Source: an optimization exercise on an open RTL-to-GDS flow (aim: small area, a short achievable clock period and few clock cycles per item). Production flows keep margins and buffers that such runs may drop.
No functional check of the RTL was part of this run.

==> design/flow/design.v <==
module JAM (
input              CLK,
input              RST,
output logic [2:0] W,
output logic [2:0] J,
input        [6:0] Cost,
output logic [3:0] MatchCount,
output logic [8:0] MinCost,
output logic       Valid
);
localparam logic [1:0] PRE  = 2'd0,
                       DFS  = 2'd1,
                       DONE = 2'd2;
logic [1:0] ph;
logic [7:0] c;            
logic [6:0] u  [0:7];
logic [6:0] v  [0:7];
logic [7:0] Z  [0:7];     
logic [3:0] S  [0:7];     
logic [7:0] Y  [0:7];     
logic [3:0] Tc [0:7];     
logic [6:0] dl [0:7];     
logic [6:0] m;            
logic [7:0] ya;           
logic [3:0] ta;           
logic       iv;           
logic [7:0] mask;         
logic [2:0] col [0:6];    
logic [8:0] D   [0:7];    
logic [7:0] minEx;        
logic       found;
logic [3:0] cnt;
logic       ev;
logic [2:0] ew, ej;
logic [7:0] em;
logic [9:0] E;            
logic [10:0] T;           
function automatic logic [2:0] ffs8(input logic [7:0] x);
    logic [2:0] r;
    r = 3'd0;
    for (int k = 7; k >= 0; k--)
        if (x[k]) r = k;
    ffs8 = r;
endfunction
function automatic logic [7:0] above(input logic [2:0] p);
    above = ~((8'd2 << p) - 8'd1);
endfunction
function automatic logic [3:0] sat4(input logic [6:0] x);
    sat4 = (x > 7'd15) ? 4'd15 : x[3:0];
endfunction
logic [7:0] ohJ, mc;
assign ohJ = 8'd1 << J;
assign mc  = mask | ohJ;
logic       cur_zero;
assign cur_zero = Z[W][J];
logic [7:0] rows_after;        
assign rows_after = above(W);
logic [6:0] lb_row, lb_col, LBc;
always_comb begin
    lb_row = 7'd0;
    lb_col = 7'd0;
    for (int i = 0; i < 8; i++) begin
        if (rows_after[i] && ((Z[i] & ~mc) == 8'd0)) lb_row = lb_row + {3'd0, S[i]};
        if (!mc[i] && ((Y[i] & rows_after) == 8'd0))  lb_col = lb_col + {3'd0, Tc[i]};
    end
    LBc = (lb_row > lb_col) ? lb_row : lb_col;
end
logic [8:0] Dw;
assign Dw = D[W];
logic pass0;
assign pass0 = ({2'd0, LBc} <= Dw);
logic [9:0]  E_iss;
logic [10:0] T_iss;
assign E_iss = {1'b0, Dw} + {3'd0, u[W]} + {3'd0, v[J]};
assign T_iss = {1'b0, E_iss} - {4'd0, LBc};
logic [7:0] sib_v;
assign sib_v = ~mask & above(J);
logic [2:0] pc;
logic [7:0] pmask, pop_v;
assign pc    = col[W - 3'd1];
assign pmask = mask & ~(8'd1 << pc);
assign pop_v = ~mask & above(pc);
logic pass_e;
assign pass_e = !T[10] && ({3'd0, Cost} <= T[9:0]);
logic [10:0] ex_e;
assign ex_e = {4'd0, Cost} - T;
logic [9:0] Dn;
assign Dn = E - {3'd0, Cost};
logic [7:0] emd;
assign emd = em | (8'd1 << ej);
logic e_desc, e_leaf;
assign e_desc = ph == DFS && ev && pass_e && ew != 3'd7;
assign e_leaf = ph == DFS && ev && pass_e && ew == 3'd7;
logic [6:0] rmin;      
logic [6:0] r;         
logic [6:0] cmin;
logic [6:0] red;       
logic [7:0] d1, d2, d3;
assign d1 = c - 8'd1;      
assign d2 = c - 8'd65;     
assign d3 = c - 8'd73;     
assign rmin = (d1[2:0] == 3'd0 || Cost < m) ? Cost : m;
assign r    = Cost - u[d2[2:0]];
assign cmin = (d2[2:0] == 3'd0 || r < m) ? r : m;
assign red  = dl[7] - v[d3[5:3]];
logic [7:0] ex_i, ex_ev, ex_min;
assign ex_i  = (ph == DFS && iv && !e_desc && cur_zero && !pass0) ? 8'(LBc - Dw[6:0]) : 8'hff;
assign ex_ev = (ph == DFS && ev && !pass_e) ? ((ex_e[10:8] != 3'd0) ? 8'hff : ex_e[7:0]) : 8'hff;
always_comb begin
    ex_min = minEx;
    if (ex_i  < ex_min) ex_min = ex_i;
    if (ex_ev < ex_min) ex_min = ex_ev;
end
always_ff @(posedge CLK or posedge RST) begin
    if (RST) begin
        ph      <= PRE;
        c       <= 8'd0;
        W       <= 3'd0;
        J       <= 3'd0;
        iv      <= 1'b0;
        ev      <= 1'b0;
        mask    <= 8'd0;
        minEx   <= 8'hff;
        found   <= 1'b0;
        cnt     <= 4'd0;
        MinCost <= 9'd0;
    end else begin
        case (ph)
        PRE: begin
            c <= c + 8'd1;
            if (c < 8'd63) begin
                {W, J} <= 6'(c + 8'd1);
            end else begin
                W <= 3'(c + 8'd1);
                J <= 3'((c + 8'd1) >> 3);
            end
            if (c >= 8'd1 && c <= 8'd64) begin
                m <= rmin;
                if (d1[2:0] == 3'd7) begin
                    u[d1[5:3]] <= rmin;
                    MinCost    <= MinCost + {2'd0, rmin};
                end
            end
            if (c >= 8'd65 && c <= 8'd128) begin
                m <= cmin;
                if (d2[2:0] == 3'd7) begin
                    v[d2[5:3]] <= cmin;
                    MinCost    <= MinCost + {2'd0, cmin};
                end
            end
            for (int k = 7; k > 0; k--) dl[k] <= dl[k-1];
            dl[0] <= r;
            if (c >= 8'd73) begin
                Z[d3[2:0]][d3[5:3]] <= (red == 7'd0);
                if (d3[5:3] == 3'd0)
                    S[d3[2:0]] <= (red == 7'd0) ? 4'd15 : sat4(red);
                else if (red != 7'd0 && sat4(red) < S[d3[2:0]])
                    S[d3[2:0]] <= sat4(red);
                ya[d3[2:0]] <= (red == 7'd0);
                if (d3[2:0] == 3'd0)
                    ta <= (red == 7'd0) ? 4'd15 : sat4(red);
                else if (red != 7'd0 && sat4(red) < ta)
                    ta <= sat4(red);
                if (d3[2:0] == 3'd7) begin
                    Y[d3[5:3]]  <= {(red == 7'd0), ya[6:0]};
                    Tc[d3[5:3]] <= (red != 7'd0 && sat4(red) < ta) ? sat4(red) : ta;
                end
            end
            if (c == 8'd136) begin
                ph    <= DFS;
                W     <= 3'd0;
                J     <= 3'd0;
                mask  <= 8'd0;
                iv    <= 1'b1;
                D[0]  <= 9'd0;
            end
        end
        DFS: begin
            minEx <= ex_min;
            if (e_leaf) begin
                found <= 1'b1;
                cnt   <= cnt + 4'd1;
            end
            if (e_desc) begin
                col[ew]      <= ej;
                D[ew + 3'd1] <= Dn[8:0];
                mask         <= emd;
                W            <= ew + 3'd1;
                J            <= ffs8(~emd);
                iv           <= 1'b1;
                ev           <= 1'b0;
            end else begin
                ev <= iv && !cur_zero;
                ew <= W;
                ej <= J;
                em <= mask;
                E  <= E_iss;
                T  <= T_iss;
                if (iv && cur_zero && pass0 && W != 3'd7) begin
                    col[W]      <= J;
                    D[W + 3'd1] <= Dw;
                    mask        <= mc;
                    W           <= W + 3'd1;
                    J           <= ffs8(~mc);
                end else begin
                    if (iv && cur_zero && pass0) begin
                        found <= 1'b1;
                        cnt   <= cnt + 4'd1;
                    end
                    if (iv && sib_v != 8'd0) begin
                        J <= ffs8(sib_v);
                    end else if (W != 3'd0) begin
                        W    <= W - 3'd1;
                        mask <= pmask;
                        J    <= ffs8(pop_v);
                        iv   <= (pop_v != 8'd0);
                    end else if (iv) begin
                        iv <= 1'b0;    
                    end else if (found || e_leaf) begin
                        ph <= DONE;
                    end else begin
                        MinCost <= MinCost + {1'b0, ex_min};
                        D[0]    <= D[0] + {1'b0, ex_min};
                        minEx   <= 8'hff;
                        mask    <= 8'd0;
                        J       <= 3'd0;
                        iv      <= 1'b1;
                    end
                end
            end
        end
        default: ;
        endcase
    end
end
assign Valid = (ph == DONE);
assign MatchCount = cnt;
endmodule
==> design/flow/run.sh <==
#!/bin/bash
# synth_recipe.tcl (not shown) runs the flow's synth.tcl, then flattens the netlist and writes it again
# the make line also repeats each setting of config.mk as NAME=value (left out here)
make -C /OpenROAD-flow-scripts/flow DESIGN_CONFIG=/design/flow/config.mk WORK_HOME=/design/flow/orfs CLKGATE_MAP_FILE= SYNTH_SCRIPT=/design/flow/synth_recipe.tcl finish
==> design/flow/config.mk <==
export PLATFORM = sky130hd
export DESIGN_NAME = JAM
export DESIGN_NICKNAME = JAM
export VERILOG_FILES = /design/flow/design.v
export SDC_FILE = /design/flow/constraint.sdc
export NUM_CORES = 4
export LEC_CHECK = 0
export CAP_MARGIN = 20
export CORE_MARGIN = 2
export CORE_UTILIZATION = 40
export SLEW_MARGIN = 20
==> design/flow/constraint.sdc <==
create_clock -name core_clock -period 10.0 [get_ports {CLK}]
set_input_delay 2.0000 -clock core_clock [delete_from_list [all_inputs] [get_ports {CLK}]]
set_output_delay 2.0000 -clock core_clock [all_outputs]
set_load 0.01 [all_outputs]
==> notes.md <==
-- worst max-delay path, delay by kind of cell (launching register included) --
family          cells  cell delay [ns]
compound gates     30             5.28
fa+ha+maj          15             4.37
flops               1             0.44
simple gates        9             1.89
xor+xnor            5             0.65
mux                 5             1.50
buf+inv             9             1.19
-- sequential cells by signal, summed over array words and instances, names as in the netlist, 3 cells and up --
register,flops
m,7
dl,56
c,8
W,3
col,21
T,11
u,56
em,8
Tc,32
v,56
MinCost,9
Y,56
E,9
S,32
Z,64
ta,4
mask,8
ew,3
ej,3
minEx,8
D,72
cnt,4
ya,6
J,3
-- per-layer routing --
layer / up-vias / GRT usage [%]
li1: 12197 / -
met1: 13366 / 33.7
met2: 1216 / 44.9
met3: 275 / 3.85
met4: 0 / 10.7
met5: - / 0
-- final cells by class --
class | count | area share [%]
Multi-Input combinational cell | 2106 | 40.1
Sequential cell | 544 | 38.6
Timing Repair Buffer | 561 | 11.5
Clock buffer | 76 | 3.76
Tap cell | 1060 | 3.18
Inverter | 199 | 1.82
Clock inverter | 34 | 1.02
-- cell families (layout without fill, tap and decap cells) --
group                      after synthesis  count (layout)  synth area share (%)
AOI/OAI and AO/OA                      844             844                  17.9
xor gates and xnor gates               129             129                  3.51
adders and majority gates              238             238                  9.86
buffers and inverters                  325             870                  3.80
DFF                                    544             544                  49.5
muxes                                  128             128                  4.23
and+or+nand+nor                        767             767                  11.2
-- metrics by stage --
| step | setup TNS [ns] | instances | utilization, % | hold slack, ns |
|---|---|---|---|---|
| after floorplan | -377.42 | 2975 | - | 0.400 |
| after global placement | -403.43 | 4400 | 46.9 | 0.406 |
| after detailed placement | -442.55 | 4400 | 46.9 | 0.405 |
| after CTS | -358.97 | 4567 | 51.2 | 0.418 |
| after global routing | -468.63 | 4580 | 51.8 | 0.423 |
| final | -394.13 | 4580 | 51.8 | 0.418 |
-- cells in the mapped netlist, drive strengths merged, types with 9 or more instances --
cell	n
edfxtp	496
nand2	268
ha	207
inv	198
nor2	188
a21oi	163
o21ai	163
clkbuf	104
a21o	97
xnor2	90
mux2	75
nor2b	69
a22oi	53
mux2i	53
nand3	51
nor3	46
dfrtp	40
a221oi	38
xor2	38
a222oi	37
a211oi	31
fa	31
nand2b	31
a31oi	30
and3	26
o211ai	26
buf	22
o21a	22
a41oi	21
and2	20
o22ai	18
o21bai	16
a22o	15
o2111ai	13
or3	13
a21boi	12
a2bb2oi	12
nand4	11
a32oi	10
o31ai	9
-- repair_timing --
action / 4_1_cts / 5_1_grt
cloned: 5 / 0
setup buffers: 65 / 29
gates resized for setup: 207 / 70
pin swaps: 126 / 76
endpoints found under the setup margin: 150 / 150
hold endpoints to repair: 0 / 0
hold buffers: 0 / 0
-- worst min path at each step --
| stage | start | to | cells after the start |
|---|---|---|---|
| 6_report | dl[4][5] | dl[5][5] | 0 |
| 3_3_place_gp | dl[0][0] | dl[1][0] | 0 |
| 4_1_cts | dl[5][1] | dl[6][1] | 0 |
| 3_5_place_dp | dl[3][6] | dl[4][6] | 0 |
| 5_1_grt | dl[6][6] | dl[7][6] | 0 |
| 2_1_floorplan | dl[0][0] | dl[1][0] | 0 |
==> impl_metrics.tcl <==
set metrics [dict create \
    status "finished with violations" \
    n_fill_cell 6920 \
    grt_pass1_wl_mm 166 \
    syn_nets 3222 \
    max_freq_mhz 64.0 \
    maxSlewViolCount 0 \
    drt_pre_antenna_iters 8 \
    grt_pass1_vias 27053 \
    slowest_stage "dfrtp_2" \
    cp-endpoint "D[0][8]" \
    dp_hpwl_mm 82.4 \
    ios 29 \
    ys.flop_type "edfxtp_1" \
    cap_violations 0 \
    cts_tree "done" \
    netlist_top_cells_area "edfxtp_1, ha_1, nand2_1" \
    htreeDepth 2 \
    clock_sinks 544 \
    hold_viol_final 0 \
    cp_slowest_stage_delay_ns 0.44 \
    layout-drive-gt1-share_pct 27.0 \
    dr_wl_met2_mm 53.8 \
    fin_area_sq_um 41700 \
    drcViolationCount 0 \
    cts_buffer_depth 3 \
    register_area_sq_um 16100 \
    startpoint_type "flip-flop" \
    netlist.area_leader.share_pct 45.7 \
    synth_cells 2975 \
    timing.final.ws_setup_ns -5.61 \
    antenna_found_initial 5 \
    cp-end-kind "flip-flop" \
    fp-row-count 104 \
    fin_crit_ns 15.61 \
    dpl-instance-area_sq_um 37800 \
    top_layer_used "met4" \
    syn_to_final_growth_pct 28.1 \
    met1_length_mm 44.9 \
    ys_ff_latch 544 \
    tightest_slew_ns 1.17 \
    insertion_delay_ns 0.65 \
    crit_start "W[1]" \
    dp_slack_ns -6.00 \
    wl_met3_mm 8.32 \
    ys_warn_count 10 \
    routedWlPerCell_um 24.5 \
    nNetsFinal 3718 \
    rr_endpoint "D[0][8]" \
    crit_type "flip-flop to flip-flop" \
    synth.distinct_cells 93 \
    r2r-start "W[1]" \
    core_sq_um 80500 \
    fin_crit_sh_pct 156 \
    grt.total_usage_pct 26.4 \
    cp_common_cell "a21o_1" \
    num_vias 27054 \
    io_buffer_count 28 \
    grt_setup_unrepaired "true" \
    setup_violations 150 \
    ff2ff_path_depth 73 \
    reg2reg_slack_ns -5.61 \
    synth_edf_count 496 \
    drt-total-wl_mm 112 \
    die_y_um 289 \
    crit_required_ns 10.37 \
    cts-root-buf "clkbuf_16" \
    die_x_um 289 \
    vias_per_cell 5.91 \
    grt-ovfl-total 0 \
    grt_max_degree 60 \
    hp-class "flip-flop to flip-flop" \
    diodes 0 \
    clk_pin_slew_ns 0.06 \
    cts_buffers 59 \
    first_iter_violations 2916 \
    final_cell_mix "edfxtp_1, buf_4, nand2_1" \
    place_congestion 0.961 \
    synth_area_sq_um 32600 \
    die-area_sq_um 83700 \
    slew_headroom_pct 20.8 \
    syn_area_per_cell_sq_um 10.9 \
    final_common_cell "edfxtp_1" \
    arrival_ns 15.98 \
    antenna_left 0 \
    ys_async_sr_fraction_pct 8.82 \
    multiInputGateArea_sq_um 16700 \
    synth_top_area_cell "edfxtp_1" \
    cp_max_fo 5 \
    yosysSeqAreaShare_pct 49.5 \
    initial_utilization_pct 40.4 \
    worst_clock_skew_ns 0.0331 \
    so_faults "negative setup slack" \
]

## what the ideal ports hide
The flow's constraints put no driver on any port. The routed layout listed below was extracted and timed again, unchanged, in two steps. Step 1 assumes that a clkbuf_16 drives the clock port and a buf_2 every other input. Step 2 moves the port delays by t, midway between the first and last clock arrival at a register: inputs arrive t later, outputs are due t later. That takes back most of the time a late clock gives input paths. Three values: ideal, step 1, step 2; two values: the first two.
t, ns: 0.699
setup slack, ns: -5.615 / -5.615 / -5.615
worst setup path after step 2: register to register
worst data-port slew with drivers (ns): 0.06
For this run, drivers alone change the setup slack by 0.000 ns; drivers and shift together by 0.000 ns.
